This design comes from an exercise in tuning for a short achievable clock period and few clock cycles on the open sky130 flow, not from production work.
Only simulation tests tie the RTL to the original design; equivalence was not proved.
Power and IR drop assume default switching activity.

## microprocessor
module microprocessor #(parameter N = 8, ROM_addressBits = 6, RF_addressBits = 3) (
  input  logic                           clk             ,
  input  logic                           rst_n           ,
  input  logic [ 3+2*(RF_addressBits):0] ROM_data        ,
  input  logic [                  N-1:0] SRAM_data       ,
  output logic                           overflowPC      ,
  output logic                           ROM_readEnable  ,
  output logic                           SRAM_readEnable ,
  output logic                           SRAM_writeEnable,
  output logic [    ROM_addressBits-1:0] ROM_address     ,
  output logic [(2**RF_addressBits)-1:0] SRAM_address    ,
  output logic [                  N-1:0] SRAM_data_in
);
Size: roughly 46 I/O pins.
==> flow/config.mk <==
export PLATFORM = sky130hd
export DESIGN_NAME = microprocessor
export DESIGN_NICKNAME = microprocessor
export VERILOG_FILES = /design/flow/design.v
export SDC_FILE = /design/flow/constraint.sdc
export NUM_CORES = 4
export LEC_CHECK = 0
export CAP_MARGIN = 20
export CORE_MARGIN = 2
export CORE_UTILIZATION = 40
export SETUP_SLACK_MARGIN = 3.5
export SLEW_MARGIN = 20
==> flow/constraint.sdc <==
create_clock -name core_clock -period 6.0 [get_ports {clk}]
set_input_delay 1.2000 -clock core_clock [delete_from_list [all_inputs] [get_ports {clk}]]
set_output_delay 1.2000 -clock core_clock [all_outputs]
set_load 0.01 [all_outputs]
standard.sh (not shown) runs the stock make flow with config.mk's settings and CLKGATE_MAP_FILE= SYNTH_SCRIPT=/design/flow/synth_recipe.tcl, a recipe that flattens the netlist after the stock synthesis.
==> flow/flow/run.sh <==
#!/bin/bash
# The standard layout (standard.sh), with one change: the input and output
# port buffers that global placement inserts are sky130_fd_sc_hd__buf_4
# cells instead of the clkdlybuf4s50_1 delay cells buffer_ports picks by
# default, and timing repair may resize cells across footprints.  Synthesis is the standard one, run unchanged.
set -euo pipefail
cd "$(dirname "$0")/.."
bash standard.sh synth > synth.log 2>&1
sed 's|CLKGATE_MAP_FILE= |CLKGATE_MAP_FILE= MATCH_CELL_FOOTPRINT=0 "BUFFER_PORTS_ARGS=-buffer_cell sky130_fd_sc_hd__buf_4" |' standard.sh > layout.sh
bash layout.sh > layout.log 2>&1
The first run finished with timing, DRC and antenna clean.
Testbench counts at the start, summed over its fixed seeds: cycles 22,799.
Rerun with:
--- a/flow/config.mk
+++ b/flow/config.mk
@@ -8,5 +8,5 @@
 export CAP_MARGIN = 20
 export CORE_MARGIN = 2
-export CORE_UTILIZATION = 40
-export SETUP_SLACK_MARGIN = 3.5
+export CORE_UTILIZATION = 60
+export SETUP_SLACK_MARGIN = 4.0
 export SLEW_MARGIN = 20
The new run ran to the end with no violations.
Cell area goes up by about 17%.
Via count came out higher by 17%.
Power goes up by 15%.
Worst setup slack got worse by 39 ps.
Global-route usage grows by 13 points.
Rerun with:
--- a/flow/config.mk
+++ b/flow/config.mk
@@ -8,5 +8,5 @@
 export CAP_MARGIN = 20
 export CORE_MARGIN = 2
-export CORE_UTILIZATION = 60
-export SETUP_SLACK_MARGIN = 4.0
+export CORE_UTILIZATION = 40
+export SETUP_SLACK_MARGIN = 4.5
 export SLEW_MARGIN = 20
Effect: Critical path depth came out lower by 7. Core utilization goes down by 22 points. Synthesized area is unchanged. Hold slack hardly moves. Synthesized cell count does not change.

Setup of zinc:
microprocessor again, from the RTL that the note above started with.
Settings: LEC_CHECK=0, CAP_MARGIN=20, CORE_MARGIN=2, CORE_UTILIZATION=40, SETUP_SLACK_MARGIN=3.5, SLEW_MARGIN=20; clock period 6.0 ns.
==> flow/flow/run.sh <==
#!/bin/bash
# The standard layout (standard.sh), with one change: the input and output
# port buffers that global placement inserts are sky130_fd_sc_hd__buf_4
# cells instead of the clkdlybuf4s50_1 delay cells buffer_ports picks by
# default.  Synthesis is the standard one, run unchanged.
set -euo pipefail
cd "$(dirname "$0")/.."
bash standard.sh synth > synth.log 2>&1
sed 's|CLKGATE_MAP_FILE= |CLKGATE_MAP_FILE= "BUFFER_PORTS_ARGS=-buffer_cell sky130_fd_sc_hd__buf_4" |' standard.sh > layout.sh
bash layout.sh > layout.log 2>&1
Testbench counts of zinc, summed over its fixed seeds: cycles 22,799.
Relative to zinc, the following input files were edited for garnet:
Settings: swapping 3.5 for 4.0 in SETUP_SLACK_MARGIN.
==> flow/flow/run.sh <==
#!/bin/bash
# The standard layout (standard.sh), with one change: the input and output
# port buffers that global placement inserts are sky130_fd_sc_hd__buf_4
# cells instead of the clkdlybuf4s50_1 delay cells buffer_ports picks by
# default, and timing repair may resize cells across footprints.  Synthesis is the standard one, run unchanged.
set -euo pipefail
cd "$(dirname "$0")/.."
bash standard.sh synth > synth.log 2>&1
sed 's|CLKGATE_MAP_FILE= |CLKGATE_MAP_FILE= MATCH_CELL_FOOTPRINT=0 "BUFFER_PORTS_ARGS=-buffer_cell sky130_fd_sc_hd__buf_4" |' standard.sh > layout.sh
bash layout.sh > layout.log 2>&1
Findings:
garnet and zinc ended up with roughly the same count of state elements after synthesis.
garnet vs. zinc: maximum clock rate went up by 0.76%.
Relative to zinc, design area increased by 16% in garnet.
Against zinc, garnet comes in 18 points higher on growth of design area from synthesis to finish.
Total power consumption of the routed design: garnet worse than zinc
Between garnet and zinc, it is garnet whose HPWL reported at the end of detailed placement is higher, by about 2%.
Worst hold slack across all endpoints of garnet is on par with zinc.
Number of buffers inserted by post-CTS setup repair ended up 120 higher on garnet than on zinc.
Re normalized max-slew margin: zinc and garnet aren't equal, and the higher value belongs to garnet.
Modified inputs, fjord compared to garnet
Settings: changing SETUP_SLACK_MARGIN from 4.0 to 3.5.
==> flow/run.sh (new file) <==
#!/bin/bash
# synth_recipe.tcl (not shown) runs the flow's synth.tcl, then flattens the netlist and writes it again
# the make line also repeats each setting of config.mk as NAME=value (left out here)
make -C /OpenROAD-flow-scripts/flow DESIGN_CONFIG=/design/flow/config.mk WORK_HOME=/design/flow/orfs CLKGATE_MAP_FILE= SYNTH_SCRIPT=/design/flow/synth_recipe.tcl finish
removed: flow/flow/run.sh
removed: flow/standard.sh
Notes after the runs:
The final period demand of the worst path in fjord sits 74 ps above the value recorded for garnet. Layout inverter count without the clock tree ends up higher on garnet. fjord vs. garnet: critical path data required time shows an increase of 1690 ps; finished layout cell area shows a reduction of 2800 um^2; critical path depth shows an increase of 4. fjord vs. garnet: worst setup slack now smaller; final hold slack comparable; fraction of the yosys area taken by sequential cells comparable. fjord consumes less power than garnet does. [compare] base=garnet new=fjord: share of the final layout cell area in multi-input gates went down; power attributed to combinational cells went down. fjord reports its slowest library cell on the worst path as sky130_fd_sc_hd__or4_1 while garnet reports sky130_fd_sc_hd__dfstp_2.

## port drivers added, routing unchanged
The flow's constraints put no driver on any port. The routed layouts listed below were extracted and timed again, unchanged, in two steps. Step 1, drivers: a clkbuf_16 drives clk and a buf_2 each remaining input, both assumed. Step 2 also shifts input and output timing later by t, the mid clock arrival at the registers, as if the neighbouring blocks saw the same clock. Three values: no drivers, after step 1, after step 2; two values: the first two.
run	shift t [ns]	setup slack, ns	slew at the worst register clock pin (ns)	worst data-port slew with drivers (ns)	pins driven straight from the clock port
the first run of note 1	0.601	3.605 / 3.567 / 3.051	0.06 / 0.06	0.06	1
the second run of note 1	0.605	3.566 / 3.549 / 3.153	0.07 / 0.07	0.06	1
the third run of note 1	0.633	3.608 / 3.552 / 3.075	0.07 / 0.07	0.06	1
zinc	0.611	3.597 / 3.552 / 3.060	0.06 / 0.06	0.05	1
garnet	0.623	3.616 / 3.562 / 3.166	0.07 / 0.07	0.04	1
fjord	0.619	3.542 / 3.494 / 2.948	0.07 / 0.07	0.06	1
After both steps setup and hold are still met in every run listed. The setup slack of fjord, which loses most, moves by -0.048 ns with the drivers and by -0.594 ns with both steps.
